This design comes from an exercise in tuning for small area, a short achievable clock period and few clock cycles per item on the open sky130 flow, not from production work.
Function was checked by simulation only, so behaviour that the tests miss may differ from the original.

==> inputs of v10 <==
## cubroot_add_system
module cubroot_add_system (
    input clk_i,
    input rst_i,
    input start_i,
    input [7:0] a_bi,
    input [7:0] b_bi,
    output busy_o,
    output reg [15:0] result
);
==> module mult, before the edit <==
module mult (
    input  [7:0]  x,
    input  [2:0]  c,
    output [15:0] y
);
    wire t1 = x[0] & x[2];
    wire t2 = x[1] & (x[0] | c[2]);
    wire t3 = x[0] & x[3];
    wire t4 = x[2] & ~x[1];
    wire t5 = x[0] & x[4];
    wire t6 = x[1] & x[3];
    wire t7 = x[1] & x[2];
    wire t8 = x[0] & x[5];
    wire t9 = x[1] & x[4];
    wire t10 = x[3] & ~x[2];
    wire t11 = x[0] & x[6];
    wire t12 = x[1] & x[5];
    wire t13 = x[2] & x[4];
    wire t14 = x[2] & x[3];
    wire t15 = x[0] & x[7];
    wire t16 = x[1] & x[6];
    wire t17 = x[2] & x[5];
    wire t18 = x[4] & ~x[3];
    wire t19 = x[1] & x[7];
    wire t20 = x[2] & x[6];
    wire t21 = x[3] & x[5];
    wire t22 = x[3] & x[4];
    wire t23 = x[2] & x[7];
    wire t24 = x[3] & x[6];
    wire t25 = x[5] & ~x[4];
    wire t26 = x[3] & x[7];
    wire t27 = x[4] & x[6];
    wire t28 = x[4] & x[5];
    wire t29 = x[4] & x[7];
    wire t30 = x[6] & ~x[5];
    wire t31 = x[5] & x[7];
    wire t32 = x[5] & x[6];
    wire t33 = x[7] & ~x[6];
    wire t34 = x[6] & x[7];
    wire t35 = t11 ^ t12;
    wire t36 = t11 & t12;
    wire t37 = t15 ^ t16;
    wire t38 = t37 ^ t17;
    wire t39 = t37 ? t17 : t15;
    wire t40 = t19 ^ t20;
    wire t41 = t40 ^ t21;
    wire t42 = t40 ? t21 : t19;
    wire t43 = t23 ^ t24;
    wire t44 = t23 & t24;
    wire t45 = t26 ^ t27;
    wire t46 = t26 & t27;
    wire t47 = t5 ^ t6;
    wire t48 = t5 & t6;
    wire t49 = t8 ^ t9;
    wire t50 = t49 ^ t10;
    wire t51 = t49 ? t10 : t8;
    wire t52 = t35 ^ t13;
    wire t53 = t52 ^ t14;
    wire t54 = t52 ? t14 : t35;
    wire t55 = t38 ^ t18;
    wire t56 = t55 ^ t36;
    wire t57 = t55 ? t36 : t38;
    wire t58 = t41 ^ t22;
    wire t59 = t58 ^ t39;
    wire t60 = t58 ? t39 : t41;
    wire t61 = t43 ^ t25;
    wire t62 = t61 ^ t42;
    wire t63 = t61 ? t42 : t43;
    wire t64 = t45 ^ t28;
    wire t65 = t64 ^ t44;
    wire t66 = t64 ? t44 : t45;
    wire t67 = t29 ^ t30;
    wire t68 = t67 ^ t46;
    wire t69 = t67 ? t46 : t29;
    wire t70 = t31 ^ t32;
    wire t71 = t31 & t32;
    wire t72 = t1 & t2;
    wire t73 = t3 & t4;
    wire t74 = t47 & t7;
    wire t75 = t50 & t48;
    wire t76 = t53 & t51;
    wire t77 = t56 & t54;
    wire t78 = t59 & t57;
    wire t79 = t62 & t60;
    wire t80 = t65 & t63;
    wire t81 = t68 & t66;
    wire t82 = t70 & t69;
    wire t83 = t33 & t71;
    wire t84 = t34 & 1'b0;
    wire t85 = t1 ^ t2;
    wire t86 = t3 ^ t4;
    wire t87 = t47 ^ t7;
    wire t88 = t50 ^ t48;
    wire t89 = t53 ^ t51;
    wire t90 = t56 ^ t54;
    wire t91 = t59 ^ t57;
    wire t92 = t62 ^ t60;
    wire t93 = t65 ^ t63;
    wire t94 = t68 ^ t66;
    wire t95 = t70 ^ t69;
    wire t96 = t33 ^ t71;
    wire t97 = t34 ^ 1'b0;
    wire t98 = t73 | (t86 & t72);
    wire t99 = t86 & t85;
    wire t100 = t75 | (t88 & t74);
    wire t101 = t88 & t87;
    wire t102 = t77 | (t90 & t76);
    wire t103 = t90 & t89;
    wire t104 = t79 | (t92 & t78);
    wire t105 = t92 & t91;
    wire t106 = t81 | (t94 & t80);
    wire t107 = t94 & t93;
    wire t108 = t83 | (t96 & t82);
    wire t109 = t96 & t95;
    wire t110 = t100 | (t101 & t98);
    wire t111 = t101 & t99;
    wire t112 = t104 | (t105 & t102);
    wire t113 = t105 & t103;
    wire t114 = t108 | (t109 & t106);
    wire t115 = t109 & t107;
    wire t116 = t112 | (t113 & t110);
    wire t117 = t113 & t111;
    wire t118 = t114 | (t115 & t116);
    wire t119 = t115 & t117;
    wire t120 = t102 | (t103 & t110);
    wire t121 = t103 & t111;
    wire t122 = t106 | (t107 & t116);
    wire t123 = t107 & t117;
    wire t124 = t74 | (t87 & t98);
    wire t125 = t87 & t99;
    wire t126 = t76 | (t89 & t110);
    wire t127 = t89 & t111;
    wire t128 = t78 | (t91 & t120);
    wire t129 = t91 & t121;
    wire t130 = t80 | (t93 & t116);
    wire t131 = t93 & t117;
    wire t132 = t82 | (t95 & t122);
    wire t133 = t95 & t123;
    wire t134 = t84 | (t97 & t118);
    wire t135 = t97 & t119;
    wire t136 = t86 ^ t72;
    wire t137 = t87 ^ t98;
    wire t138 = t88 ^ t124;
    wire t139 = t89 ^ t110;
    wire t140 = t90 ^ t126;
    wire t141 = t91 ^ t120;
    wire t142 = t92 ^ t128;
    wire t143 = t93 ^ t116;
    wire t144 = t94 ^ t130;
    wire t145 = t95 ^ t122;
    wire t146 = t96 ^ t132;
    wire t147 = t97 ^ t118;
    wire [2:0] lo = {x[1] & ~x[0], 1'b0, x[0]} + c;
    assign y = {t147, t146, t145, t144, t143, t142, t141, t140, t139, t138, t137, t136, t85, lo};
endmodule
export LEC_CHECK = 0
export CAP_MARGIN = 20
export CORE_AREA = 2 2 60 60
export CTS_BUF_LIST = sky130_fd_sc_hd__clkbuf_4
export DIE_AREA = 0 0 62 62
export PLACE_DENSITY = 0.5
export SETUP_SLACK_MARGIN = 2.1
export SLEW_MARGIN = 20
create_clock -name core_clock -period 5.0 [get_ports {clk_i}]
standard.sh (not shown) runs the stock make flow with config.mk's settings and CLKGATE_MAP_FILE= SYNTH_SCRIPT=/design/flow/synth_recipe.tcl, a recipe that flattens the netlist after the stock synthesis.
==> flow/flow/run.sh <==
#!/bin/bash
# The standard layout (standard.sh) with three changes:
#  - synthesis leaves full and half adders as plain logic for ABC (no adder
#    cells from ADDER_MAP_FILE),
#  - the final ABC mapping runs flow/abc.script when that file exists,
#  - every port is buffered by sky130_fd_sc_hd__buf_1.
# Each tool's output goes to the ORFS logs under orfs/logs; make's own output
# goes to standard.log here.
set -euo pipefail
here=$(pwd)
export ADDER_MAP_FILE=
export BUFFER_PORTS_ARGS="-buffer_cell sky130_fd_sc_hd__buf_1"
export FLOW_SYNTH_TCL="$here/synth_recipe.tcl"
if [[ -f "$here/flow/abc.script" ]]; then
  export MY_ABC_SCRIPT="$here/flow/abc.script"
  sed "s#SYNTH_SCRIPT=[^ ]*#SYNTH_SCRIPT=$here/flow/synth.tcl#" standard.sh > my_standard.sh
else
  cp standard.sh my_standard.sh
fi
bash my_standard.sh > standard.log 2>&1
==> flow/flow/abc.script <==
strash
 dch
 map -B 0.5 -G 120
 topo
 stime -c
 buffer -c
 upsize -c
 dnsize -c
==> flow/flow/synth.tcl <==
# The standard flow's synthesis script (synth_recipe.tcl, unchanged) with the final ABC
# mapping run on MY_ABC_SCRIPT instead of ORFS's abc_speed/abc_area script.
proc abc {args} {
  set i [lsearch -exact $args -script]
  if {$i >= 0} { lset args [expr {$i + 1}] $::env(MY_ABC_SCRIPT) }
  yosys abc {*}$args
}
source $::env(FLOW_SYNTH_TCL)
==> v32 (differences from v10) <==
--- a/flow/design.v
+++ b/flow/design.v
@@ -76,80 +76,7 @@
     wire t71 = t31 & t32;
-    wire t72 = t1 & t2;
-    wire t73 = t3 & t4;
-    wire t74 = t47 & t7;
-    wire t75 = t50 & t48;
-    wire t76 = t53 & t51;
-    wire t77 = t56 & t54;
-    wire t78 = t59 & t57;
-    wire t79 = t62 & t60;
-    wire t80 = t65 & t63;
-    wire t81 = t68 & t66;
-    wire t82 = t70 & t69;
-    wire t83 = t33 & t71;
-    wire t84 = t34 & 1'b0;
-    wire t85 = t1 ^ t2;
-    wire t86 = t3 ^ t4;
-    wire t87 = t47 ^ t7;
-    wire t88 = t50 ^ t48;
-    wire t89 = t53 ^ t51;
-    wire t90 = t56 ^ t54;
-    wire t91 = t59 ^ t57;
-    wire t92 = t62 ^ t60;
-    wire t93 = t65 ^ t63;
-    wire t94 = t68 ^ t66;
-    wire t95 = t70 ^ t69;
-    wire t96 = t33 ^ t71;
-    wire t97 = t34 ^ 1'b0;
-    wire t98 = t73 | (t86 & t72);
-    wire t99 = t86 & t85;
-    wire t100 = t75 | (t88 & t74);
-    wire t101 = t88 & t87;
-    wire t102 = t77 | (t90 & t76);
-    wire t103 = t90 & t89;
-    wire t104 = t79 | (t92 & t78);
-    wire t105 = t92 & t91;
-    wire t106 = t81 | (t94 & t80);
-    wire t107 = t94 & t93;
-    wire t108 = t83 | (t96 & t82);
-    wire t109 = t96 & t95;
-    wire t110 = t100 | (t101 & t98);
-    wire t111 = t101 & t99;
-    wire t112 = t104 | (t105 & t102);
-    wire t113 = t105 & t103;
-    wire t114 = t108 | (t109 & t106);
-    wire t115 = t109 & t107;
-    wire t116 = t112 | (t113 & t110);
-    wire t117 = t113 & t111;
-    wire t118 = t114 | (t115 & t116);
-    wire t119 = t115 & t117;
-    wire t120 = t102 | (t103 & t110);
-    wire t121 = t103 & t111;
-    wire t122 = t106 | (t107 & t116);
-    wire t123 = t107 & t117;
-    wire t124 = t74 | (t87 & t98);
-    wire t125 = t87 & t99;
-    wire t126 = t76 | (t89 & t110);
-    wire t127 = t89 & t111;
-    wire t128 = t78 | (t91 & t120);
-    wire t129 = t91 & t121;
-    wire t130 = t80 | (t93 & t116);
-    wire t131 = t93 & t117;
-    wire t132 = t82 | (t95 & t122);
-    wire t133 = t95 & t123;
-    wire t134 = t84 | (t97 & t118);
-    wire t135 = t97 & t119;
-    wire t136 = t86 ^ t72;
-    wire t137 = t87 ^ t98;
-    wire t138 = t88 ^ t124;
-    wire t139 = t89 ^ t110;
-    wire t140 = t90 ^ t126;
-    wire t141 = t91 ^ t120;
-    wire t142 = t92 ^ t128;
-    wire t143 = t93 ^ t116;
-    wire t144 = t94 ^ t130;
-    wire t145 = t95 ^ t122;
-    wire t146 = t96 ^ t132;
-    wire t147 = t97 ^ t118;
     wire [2:0] lo = {x[1] & ~x[0], 1'b0, x[0]} + c;
-    assign y = {t147, t146, t145, t144, t143, t142, t141, t140, t139, t138, t137, t136, t85, lo};
+    wire [12:0] ra = {t34, t33, t70, t68, t65, t62, t59, t56, t53, t50, t47, t3, t1};
+    wire [12:0] rb = {1'b0, t71, t69, t66, t63, t60, t57, t54, t51, t48, t7, t4, t2};
+    wire [12:0] hi = ra + rb;
+    assign y = {hi, lo};
 endmodule
==> flow/flow/run.sh (replaced) <==
#!/bin/bash
# The standard layout, with every port buffered by sky130_fd_sc_hd__buf_1.
set -euo pipefail
export BUFFER_PORTS_ARGS="-buffer_cell sky130_fd_sc_hd__buf_1"
bash standard.sh > standard.log 2>&1
--- a/flow/config.mk
+++ b/flow/config.mk
@@ -8,7 +8,5 @@
 export CAP_MARGIN = 20
-export CORE_AREA = 2 2 60 60
-export CTS_BUF_LIST = sky130_fd_sc_hd__clkbuf_4
-export DIE_AREA = 0 0 62 62
-export PLACE_DENSITY = 0.5
-export SETUP_SLACK_MARGIN = 2.1
+export CORE_MARGIN = 2
+export CORE_UTILIZATION = 40
+export SETUP_SLACK_MARGIN = 2.0
 export SLEW_MARGIN = 20
removed: flow/flow/abc.script
removed: flow/flow/synth.tcl
==> v24 (differences from v10) <==
--- a/flow/design.v
+++ b/flow/design.v
@@ -76,80 +76,7 @@
     wire t71 = t31 & t32;
-    wire t72 = t1 & t2;
-    wire t73 = t3 & t4;
-    wire t74 = t47 & t7;
-    wire t75 = t50 & t48;
-    wire t76 = t53 & t51;
-    wire t77 = t56 & t54;
-    wire t78 = t59 & t57;
-    wire t79 = t62 & t60;
-    wire t80 = t65 & t63;
-    wire t81 = t68 & t66;
-    wire t82 = t70 & t69;
-    wire t83 = t33 & t71;
-    wire t84 = t34 & 1'b0;
-    wire t85 = t1 ^ t2;
-    wire t86 = t3 ^ t4;
-    wire t87 = t47 ^ t7;
-    wire t88 = t50 ^ t48;
-    wire t89 = t53 ^ t51;
-    wire t90 = t56 ^ t54;
-    wire t91 = t59 ^ t57;
-    wire t92 = t62 ^ t60;
-    wire t93 = t65 ^ t63;
-    wire t94 = t68 ^ t66;
-    wire t95 = t70 ^ t69;
-    wire t96 = t33 ^ t71;
-    wire t97 = t34 ^ 1'b0;
-    wire t98 = t73 | (t86 & t72);
-    wire t99 = t86 & t85;
-    wire t100 = t75 | (t88 & t74);
-    wire t101 = t88 & t87;
-    wire t102 = t77 | (t90 & t76);
-    wire t103 = t90 & t89;
-    wire t104 = t79 | (t92 & t78);
-    wire t105 = t92 & t91;
-    wire t106 = t81 | (t94 & t80);
-    wire t107 = t94 & t93;
-    wire t108 = t83 | (t96 & t82);
-    wire t109 = t96 & t95;
-    wire t110 = t100 | (t101 & t98);
-    wire t111 = t101 & t99;
-    wire t112 = t104 | (t105 & t102);
-    wire t113 = t105 & t103;
-    wire t114 = t108 | (t109 & t106);
-    wire t115 = t109 & t107;
-    wire t116 = t112 | (t113 & t110);
-    wire t117 = t113 & t111;
-    wire t118 = t114 | (t115 & t116);
-    wire t119 = t115 & t117;
-    wire t120 = t102 | (t103 & t110);
-    wire t121 = t103 & t111;
-    wire t122 = t106 | (t107 & t116);
-    wire t123 = t107 & t117;
-    wire t124 = t74 | (t87 & t98);
-    wire t125 = t87 & t99;
-    wire t126 = t76 | (t89 & t110);
-    wire t127 = t89 & t111;
-    wire t128 = t78 | (t91 & t120);
-    wire t129 = t91 & t121;
-    wire t130 = t80 | (t93 & t116);
-    wire t131 = t93 & t117;
-    wire t132 = t82 | (t95 & t122);
-    wire t133 = t95 & t123;
-    wire t134 = t84 | (t97 & t118);
-    wire t135 = t97 & t119;
-    wire t136 = t86 ^ t72;
-    wire t137 = t87 ^ t98;
-    wire t138 = t88 ^ t124;
-    wire t139 = t89 ^ t110;
-    wire t140 = t90 ^ t126;
-    wire t141 = t91 ^ t120;
-    wire t142 = t92 ^ t128;
-    wire t143 = t93 ^ t116;
-    wire t144 = t94 ^ t130;
-    wire t145 = t95 ^ t122;
-    wire t146 = t96 ^ t132;
-    wire t147 = t97 ^ t118;
     wire [2:0] lo = {x[1] & ~x[0], 1'b0, x[0]} + c;
-    assign y = {t147, t146, t145, t144, t143, t142, t141, t140, t139, t138, t137, t136, t85, lo};
+    wire [12:0] ra = {t34, t33, t70, t68, t65, t62, t59, t56, t53, t50, t47, t3, t1};
+    wire [12:0] rb = {1'b0, t71, t69, t66, t63, t60, t57, t54, t51, t48, t7, t4, t2};
+    wire [12:0] hi = ra + rb;
+    assign y = {hi, lo};
 endmodule
--- a/flow/config.mk
+++ b/flow/config.mk
@@ -7,8 +7,8 @@
 export LEC_CHECK = 0
+export ABC_AREA = 1
 export CAP_MARGIN = 20
-export CORE_AREA = 2 2 60 60
+export CORE_MARGIN = 2
+export CORE_UTILIZATION = 60
 export CTS_BUF_LIST = sky130_fd_sc_hd__clkbuf_4
-export DIE_AREA = 0 0 62 62
-export PLACE_DENSITY = 0.5
-export SETUP_SLACK_MARGIN = 2.1
+export SETUP_SLACK_MARGIN = 2.2
 export SLEW_MARGIN = 20
removed: flow/flow/abc.script
==> v5 (differences from v10) <==
==> flow/flow/abc.script (replaced) <==
strash
dch
map -B 0.4 -G 120
topo
stime -c
buffer -c
upsize -c
dnsize -c
--- a/flow/config.mk
+++ b/flow/config.mk
@@ -11,4 +11,3 @@
 export DIE_AREA = 0 0 62 62
-export PLACE_DENSITY = 0.5
-export SETUP_SLACK_MARGIN = 2.1
+export SETUP_SLACK_MARGIN = 2.2
 export SLEW_MARGIN = 20
==> qor summary <==
item	v10	v5	v32	v24
Die Wd	62 um	62 um	69.1 um	60.3 um
Final net count	293	301	264	348
Sequential-to-total area share from yosys stat	30.1%	28.3%	28.3%	25.3%
Critical Path AT	2650 ps	2640 ps	3020 ps	2560 ps
Cell Area, Synth	1600 um^2	1700 um^2	1700 um^2	1900 um^2
Placeable core region	3280 um^2	3280 um^2	4030 um^2	3030 um^2
Number of cells on the critical path	15	15	11	16
Fraction of area in multi-input gates	53.2%	55.7%	61.4%	57.8%
Drt first pass iters	6	4	4	7
Count of instances resized after the clock tree is built	0	7	47	0
Most used cell, CP	sky130_fd_sc_hd__nand2_1	sky130_fd_sc_hd__nand2_1	sky130_fd_sc_hd__ha_4	sky130_fd_sc_hd__nand2_1
Critical-path cell with the highest stage delay	sky130_fd_sc_hd__o21ai_1	sky130_fd_sc_hd__clkbuf_4	sky130_fd_sc_hd__a211oi_2	sky130_fd_sc_hd__clkbuf_2
Result of the run	no timing/DRC/antenna violations	no timing/DRC/antenna violations	no timing/DRC/antenna violations	no timing/DRC/antenna violations
Fraction of area in registers	27.0%	25.9%	21.1%	23.3%
Non-clock buffering overhead	8.73%	8.09%	12.6%	6.97%
First-pass GRT wire length	5.52 mm	5.60 mm	6.44 mm	6.33 mm
Violation count after the first detailed-routing iteration	31	55	99	59
Testbench counts of v10, summed over its fixed seeds: cycles 2,048, items 2,048.
Testbench counts of v32, summed over its fixed seeds: cycles 2,048, items 2,048.
Testbench counts of v24, summed over its fixed seeds: cycles 2,048, items 2,048.
Testbench counts of v5, summed over its fixed seeds: cycles 2,048, items 2,048.

-- re-timing with driven ports --
In the flow no input, the clock included, has a driving cell. The finished layouts below were timed again as built, in two steps.
Step 1 sets driving cells, clkbuf_16 on the clock port and buf_2 on the other inputs (assumed; they add their load-dependent delay and slew).
Step 2 moves the port delays by t, midway between the first and last clock arrival at a register: inputs arrive t later, outputs are due t later. That takes back most of the time a late clock gives input paths.
Slacks: no drivers / after step 1 / after step 2; pairs: no drivers / after step 1.
run	shift t [ns]	slack for setup (ns)	latest minus earliest clock arrival (ns)
v10	0.293	2.377 / 2.375 / 2.082	0.002 / 0.001
v32	0.265	1.968 / 1.953 / 1.688	0.002 / 0.002
v24	0.305	2.481 / 2.480 / 2.175	0.005 / 0.004
v5	0.289	2.395 / 2.391 / 2.102	0.002 / 0.002
After both steps every run listed still meets setup and hold. For v24, which loses most, drivers alone change the setup slack by -0.001 ns; drivers and shift together by -0.306 ns.
